This design comes from an exercise in tuning for small area, a short achievable clock period and few clock cycles on the open sky130 flow, not from production work.
In this exercise RTL edits were held to simulation tests only and were not proved equivalent to the original.
Power is estimated from default activity; no workload was simulated.

== run 1 ==
==> flow/design.v (excerpt) <==
module MU0 ( Addr, Dout, Halted, Rd, Wr, cc, fetch, regC, Clk, Din,
     Reset, srcC );
output  Halted, Rd, Wr, fetch;
input  Clk, Reset;
output [11:0]  Addr;
output [1:0]  cc;
output [15:0]  Dout;
output [15:0]  regC;
input [15:0]  Din;
input [1:0]  srcC;
reg  [15:0] acc;
reg  [11:0] pc;      
reg  [11:0] ra;      
reg  [1:0]  op;      
reg         st;      
reg         hlt;     
reg         rq;      
wire        N = acc[15];
wire        Z = ~|acc;
wire        fc   = ~st & ~hlt;                   
wire [2:0]  f    = Din[14:12];
wire        stp  = &f;
wire        take = f[2] & ~f[0] & (~f[1] | ~Z) |    
               f[2] & ~f[1] & f[0] & ~N;            
wire        is_sta = ~op[1] & op[0];
wire [11:0] pc_n = pc + {11'd0, fc};
wire        en = st & ~is_sta;
wire        ka = ~rq & (op[1] | ~en);       
wire        kb = en;                        
wire        b1 = kb & ~op[0], b0 = kb & op[0];
wire [15:0] bop;
genvar i;
generate for (i = 0; i < 16; i = i + 1) begin : bsel
  assign bop[i] = Din[i] ? b1 : b0;
end endgenerate
wire [15:0] alu;
add16 u_add (.s(alu), .a(acc & {16{ka}}),
             .b(bop), .cin(op[0] & kb));
always @(posedge Clk or posedge Reset)
  if (Reset) begin
    pc  <= 12'd0;
    st  <= 1'b0;
    hlt <= 1'b0;
  end else begin
    st  <= fc & ~f[2];
    hlt <= hlt | fc & stp;
    pc  <= fc & (~f[2] | take) ? Din[11:0] : st ? ra : pc_n;
  end
always @(posedge Clk or posedge Reset)
  if (Reset) rq <= 1'b1;
  else       rq <= 1'b0;
always @(posedge Clk) begin
  acc <= alu;
  ra <= pc_n;
  op <= Din[13:12];
end
assign Addr   = pc;
assign Dout   = acc;
assign Rd     = ~Reset & ~hlt & ~(st & is_sta);
assign fetch  = ~Reset & fc;
assign Wr     = st & is_sta;
assign Halted = hlt;
assign cc     = {N, Z};
assign regC   = srcC[1] ? {14'd0, N, Z} :
                srcC[0] ? {4'd0, pc} : acc;
endmodule
Size: about 320 cells after synthesis.
Settings: LEC_CHECK=0, CAP_MARGIN=20, CORE_MARGIN=2, CORE_UTILIZATION=55, SLEW_MARGIN=20; clock period 10.0 ns.
standard.sh (not shown) runs the stock make flow with config.mk's settings and CLKGATE_MAP_FILE= SYNTH_SCRIPT=/design/flow/synth_recipe.tcl, a recipe that flattens the netlist after the stock synthesis.
==> flow/flow/run.sh <==
#!/bin/bash
# Standard ORFS layout in parts:
#  1. the standard synthesis; flow/remap.sh then re-maps its combinational
#     logic for area (flip-flops unchanged);
#  2. floorplan and placement; flow/size_io.tcl then sizes the port buffers
#     on the paths from the inputs straight to the outputs (srcC to regC,
#     Reset to Rd and fetch);
#  3. clock tree, routing and the rest.
# Each step's full output is in its own .log file here.
# Ports are buffered with buf_1; timing repair aims at a 5.3 ns setup margin.
set -euo pipefail
K=("SETUP_SLACK_MARGIN=5.3" "BUFFER_PORTS_ARGS=-buffer_cell sky130_fd_sc_hd__buf_1" "CTS_ARGS=-sink_clustering_enable -repair_clock_nets -dont_use_dummy_load -buf_list sky130_fd_sc_hd__clkbuf_8")
R=orfs/results/$FLOW_PLATFORM/MU0/base
bash standard.sh "${K[@]}" synth > standard_synth.log 2>&1
cp $R/1_2_yosys.v standard_1_2_yosys.v
bash flow/remap.sh standard_1_2_yosys.v $R/1_2_yosys.v > remap.log 2>&1
rm -f $R/1_synth.odb $R/1_synth.sdc
bash standard.sh "${K[@]}" place > standard_place.log 2>&1
openroad -no_init -exit flow/size_io.tcl > size_io.log 2>&1
bash standard.sh "${K[@]}" finish > standard_finish.log 2>&1
==> flow/flow/remap.abc <==
strash
dch -f
amap -m
topo
==> flow/flow/remap.sh <==
#!/bin/bash
# Re-map the combinational logic of the standard synthesis netlist with ABC
# for area (flow/remap.abc). The flip-flops stay the cells and names the
# standard synthesis gave them: the combinational cells are read as their
# liberty functions and flattened into gates, while the flip-flops and tie
# cells stay black boxes, and ABC maps only the gates. The cells on the
# short paths from the inputs straight to the outputs (srcC to regC, Reset
# to Rd and fetch) are kept as the standard synthesis mapped them.
# usage: flow/remap.sh NETLIST_IN NETLIST_OUT
set -euo pipefail
LIB=$FLOW_HOME/platforms/$FLOW_PLATFORM/lib/sky130_fd_sc_hd__tt_025C_1v80.lib
python3 flow/cellmodels.py $LIB > remap_models.v
cat > remap.ys <<EOY
read_verilog remap_models.v
read_liberty -lib -ignore_redef $LIB
read_verilog $1
hierarchy -top $FLOW_TOP
cd $FLOW_TOP
select -set fwd w:srcC w:Reset %u w:Din %u %co3
select -set bwd w:regC w:Halted %u w:Rd %u w:fetch %u %ci3
select -set keep @fwd @bwd %i t:sky130_fd_sc_hd__df* %d
setattr -set keep_hierarchy 1 @keep
cd
flatten
opt -purge
techmap
opt -fast -purge
abc -liberty $LIB -script flow/remap.abc -dont_use *probe* -dont_use *lpflow*
opt_clean -purge
blackbox sky130_fd_sc_hd__*
stat -liberty $LIB
write_verilog -noattr -nohex -nodec $2
EOY
yosys -l remap_yosys.log remap.ys > /dev/null
Other scripts of this flow, unchanged in this note and not shown: flow/flow/cellmodels.py, flow/flow/size_io.tcl
Run 1 went all the way through synthesis, placement and routing and the layout is clean on timing, DRC and antenna.
Testbench counts of run 1, summed over its fixed seeds: cycles 63,739.
Setup changes, run 1 to run 2
diff --git a/flow/flow/run.sh b/flow/flow/run.sh
--- a/flow/flow/run.sh
+++ b/flow/flow/run.sh
@@ -11,3 +11,3 @@
 set -euo pipefail
-K=("SETUP_SLACK_MARGIN=5.3" "BUFFER_PORTS_ARGS=-buffer_cell sky130_fd_sc_hd__buf_1" "CTS_ARGS=-sink_clustering_enable -repair_clock_nets -dont_use_dummy_load -buf_list sky130_fd_sc_hd__clkbuf_8")
+K=("SETUP_SLACK_MARGIN=5.45" "BUFFER_PORTS_ARGS=-buffer_cell sky130_fd_sc_hd__buf_1" "CTS_ARGS=-sink_clustering_enable -repair_clock_nets -dont_use_dummy_load -buf_list sky130_fd_sc_hd__clkbuf_8")
 R=orfs/results/$FLOW_PLATFORM/MU0/base
==> flow/flow/remap.abc <==
strash
dch -f
amap
topo
diff --git a/flow/flow/remap.sh b/flow/flow/remap.sh
--- a/flow/flow/remap.sh
+++ b/flow/flow/remap.sh
@@ -5,5 +5,5 @@
 # liberty functions and flattened into gates, while the flip-flops and tie
-# cells stay black boxes, and ABC maps only the gates. The cells on the
-# short paths from the inputs straight to the outputs (srcC to regC, Reset
-# to Rd and fetch) are kept as the standard synthesis mapped them.
+# cells stay black boxes, and ABC maps only the gates. The multiplexers
+# that srcC selects regC with (mux2i and nor2 cells between srcC and regC)
+# are kept as the standard synthesis mapped them, for speed.
 # usage: flow/remap.sh NETLIST_IN NETLIST_OUT
@@ -18,5 +18,5 @@
 cd $FLOW_TOP
-select -set fwd w:srcC w:Reset %u w:Din %u %co3
-select -set bwd w:regC w:Halted %u w:Rd %u w:fetch %u %ci3
-select -set keep @fwd @bwd %i t:sky130_fd_sc_hd__df* %d
+select -set fwd w:srcC %co5
+select -set bwd w:regC %ci5
+select -set keep @fwd @bwd %i t:sky130_fd_sc_hd__mux2i* t:sky130_fd_sc_hd__nor2_* %u %i
 setattr -set keep_hierarchy 1 @keep
==> comparison <==
The lower layout-stage area growth over the synthesis result came out of run 1. Run 2 vs. run 1: final period demand of the worst path went down by 84 ps. The higher cell area came out of run 2. Area of the multi-input gates: run 2 vs run 1 up about 4%. Lower post-synthesis instance total among run 1 and run 2: run 2. Run 1 and run 2 ended up with nearly the same post-synthesis cell area. Between run 1 and run 2, the difference in clock transition at the register clock pins on the worst setup and hold paths after CTS is negligible.
What run 3 does differently from run 2 at the input level:
- SLEW_MARGIN changed from 20 to 0
- CAP_MARGIN changed from 20 to 0
diff --git a/flow/flow/run.sh b/flow/flow/run.sh
--- a/flow/flow/run.sh
+++ b/flow/flow/run.sh
@@ -11,3 +11,3 @@
 set -euo pipefail
-K=("SETUP_SLACK_MARGIN=5.45" "BUFFER_PORTS_ARGS=-buffer_cell sky130_fd_sc_hd__buf_1" "CTS_ARGS=-sink_clustering_enable -repair_clock_nets -dont_use_dummy_load -buf_list sky130_fd_sc_hd__clkbuf_8")
+K=("SETUP_SLACK_MARGIN=5.3" "BUFFER_PORTS_ARGS=-buffer_cell sky130_fd_sc_hd__buf_1" "CTS_ARGS=-sink_clustering_enable -repair_clock_nets -dont_use_dummy_load -buf_list sky130_fd_sc_hd__clkbuf_8")
 R=orfs/results/$FLOW_PLATFORM/MU0/base
diff --git a/flow/flow/remap.sh b/flow/flow/remap.sh
--- a/flow/flow/remap.sh
+++ b/flow/flow/remap.sh
@@ -5,5 +5,5 @@
 # liberty functions and flattened into gates, while the flip-flops and tie
-# cells stay black boxes, and ABC maps only the gates. The multiplexers
-# that srcC selects regC with (mux2i and nor2 cells between srcC and regC)
-# are kept as the standard synthesis mapped them, for speed.
+# cells stay black boxes, and ABC maps only the gates. The cells on the
+# short paths from the inputs straight to the outputs (srcC to regC, Reset
+# to Rd and fetch) are kept as the standard synthesis mapped them.
 # usage: flow/remap.sh NETLIST_IN NETLIST_OUT
@@ -18,5 +18,5 @@
 cd $FLOW_TOP
-select -set fwd w:srcC %co5
-select -set bwd w:regC %ci5
-select -set keep @fwd @bwd %i t:sky130_fd_sc_hd__mux2i* t:sky130_fd_sc_hd__nor2_* %u %i
+select -set fwd w:srcC w:Reset %u w:Din %u %co3
+select -set bwd w:regC w:Halted %u w:Rd %u w:fetch %u %ci3
+select -set keep @fwd @bwd %i t:sky130_fd_sc_hd__df* %d
 setattr -set keep_hierarchy 1 @keep
[summary]
- Wire length of the first global-routing pass across run 2 and run 3: no real change.
- Going from run 2 to run 3, combinational group share of total power shrank by 2.4 points; cell area shrank by about 5%; net switching power of the design shrank by about 8%; total length of routed wires shrank by 3.1%; setup slack shrank by 100 ps.
- Of run 2 and run 3, the lower arrival time reported for the critical path endpoint belongs to run 2.
### run 3 -> run 4
- CAP_MARGIN: 0 -> 20
- SLEW_MARGIN: 0 -> 20
diff --git a/flow/flow/remap.sh b/flow/flow/remap.sh
--- a/flow/flow/remap.sh
+++ b/flow/flow/remap.sh
@@ -5,5 +5,5 @@
 # liberty functions and flattened into gates, while the flip-flops and tie
-# cells stay black boxes, and ABC maps only the gates. The cells on the
-# short paths from the inputs straight to the outputs (srcC to regC, Reset
-# to Rd and fetch) are kept as the standard synthesis mapped them.
+# cells stay black boxes, and ABC maps only the gates. The multiplexers
+# that srcC selects regC with (mux2i and nor2 cells between srcC and regC)
+# are kept as the standard synthesis mapped them, for speed.
 # usage: flow/remap.sh NETLIST_IN NETLIST_OUT
@@ -18,5 +18,5 @@
 cd $FLOW_TOP
-select -set fwd w:srcC w:Reset %u w:Din %u %co3
-select -set bwd w:regC w:Halted %u w:Rd %u w:fetch %u %ci3
-select -set keep @fwd @bwd %i t:sky130_fd_sc_hd__df* %d
+select -set fwd w:srcC %co5
+select -set bwd w:regC %ci5
+select -set keep @fwd @bwd %i t:sky130_fd_sc_hd__mux2i* t:sky130_fd_sc_hd__nor2_* %u %i
 setattr -set keep_hierarchy 1 @keep
==> comparison <==
Buffer share of cell area, run 3 and run 4, lower one = run 3.
Delta (run 4 minus run 3): area inside the core boundary +29 um^2; transition time of the tightest slew-check pin +17 ps.
Side by side, die area turned out higher in run 4 than in run 3.
Worst slack after detailed placement (run 4 over run 3): increase, 65 ps
A cell type of the slowest stage on the worst timing path of sky130_fd_sc_hd__mux2i_1 is what run 4 shows, while sky130_fd_sc_hd__o22ai_1 belongs to run 3.
Diff run 3 -> run 4 | number of ordinary inverters in the final layout | down by a few percent
[compare] base=run 3 new=run 4: overall track demand over capacity in global routing fell by 0.49 points; total leakage power rose by 0.00013 uW.

-- static timing again, ports no longer ideal --
No port has a modelled driver above. Below, the same layouts with a new extraction and two added sets of constraints. Step 1 (the two cells are an assumption about what drives the block):
set clk [get_ports {Clk}]
set_driving_cell -lib_cell sky130_fd_sc_hd__clkbuf_16 $clk
set_driving_cell -lib_cell sky130_fd_sc_hd__buf_2 [delete_from_list [all_inputs] $clk]
Step 2 also shifts input and output timing later by t, the mid clock arrival at the registers, as if the neighbouring blocks saw the same clock. Slacks: ideal ports / drivers / drivers and shift; pairs: ideal ports / drivers.
| run | t, ns | slack for setup (ns) | worst hold slack (ns) | slew at the worst register clock pin (ns) | pins driven straight from the clock port |
|---|---|---|---|---|---|
| run 1 | 0.318 | 5.364 / 5.323 / 5.185 | 0.445 / 0.445 / 0.445 | 0.09 / 0.09 | 1 |
| run 2 | 0.319 | 5.447 / 5.273 / 5.273 | 0.468 / 0.468 / 0.468 | 0.08 / 0.08 | 1 |
| run 3 | 0.317 | 5.343 / 5.303 / 5.266 | 0.454 / 0.454 / 0.454 | 0.08 / 0.08 | 1 |
| run 4 | 0.320 | 5.340 / 5.298 / 5.201 | 0.469 / 0.469 / 0.469 | 0.08 / 0.08 | 1 |
After both steps every run listed still meets setup and hold. The setup slack of run 1, which loses most, moves by -0.041 ns with the drivers and by -0.179 ns with both steps.
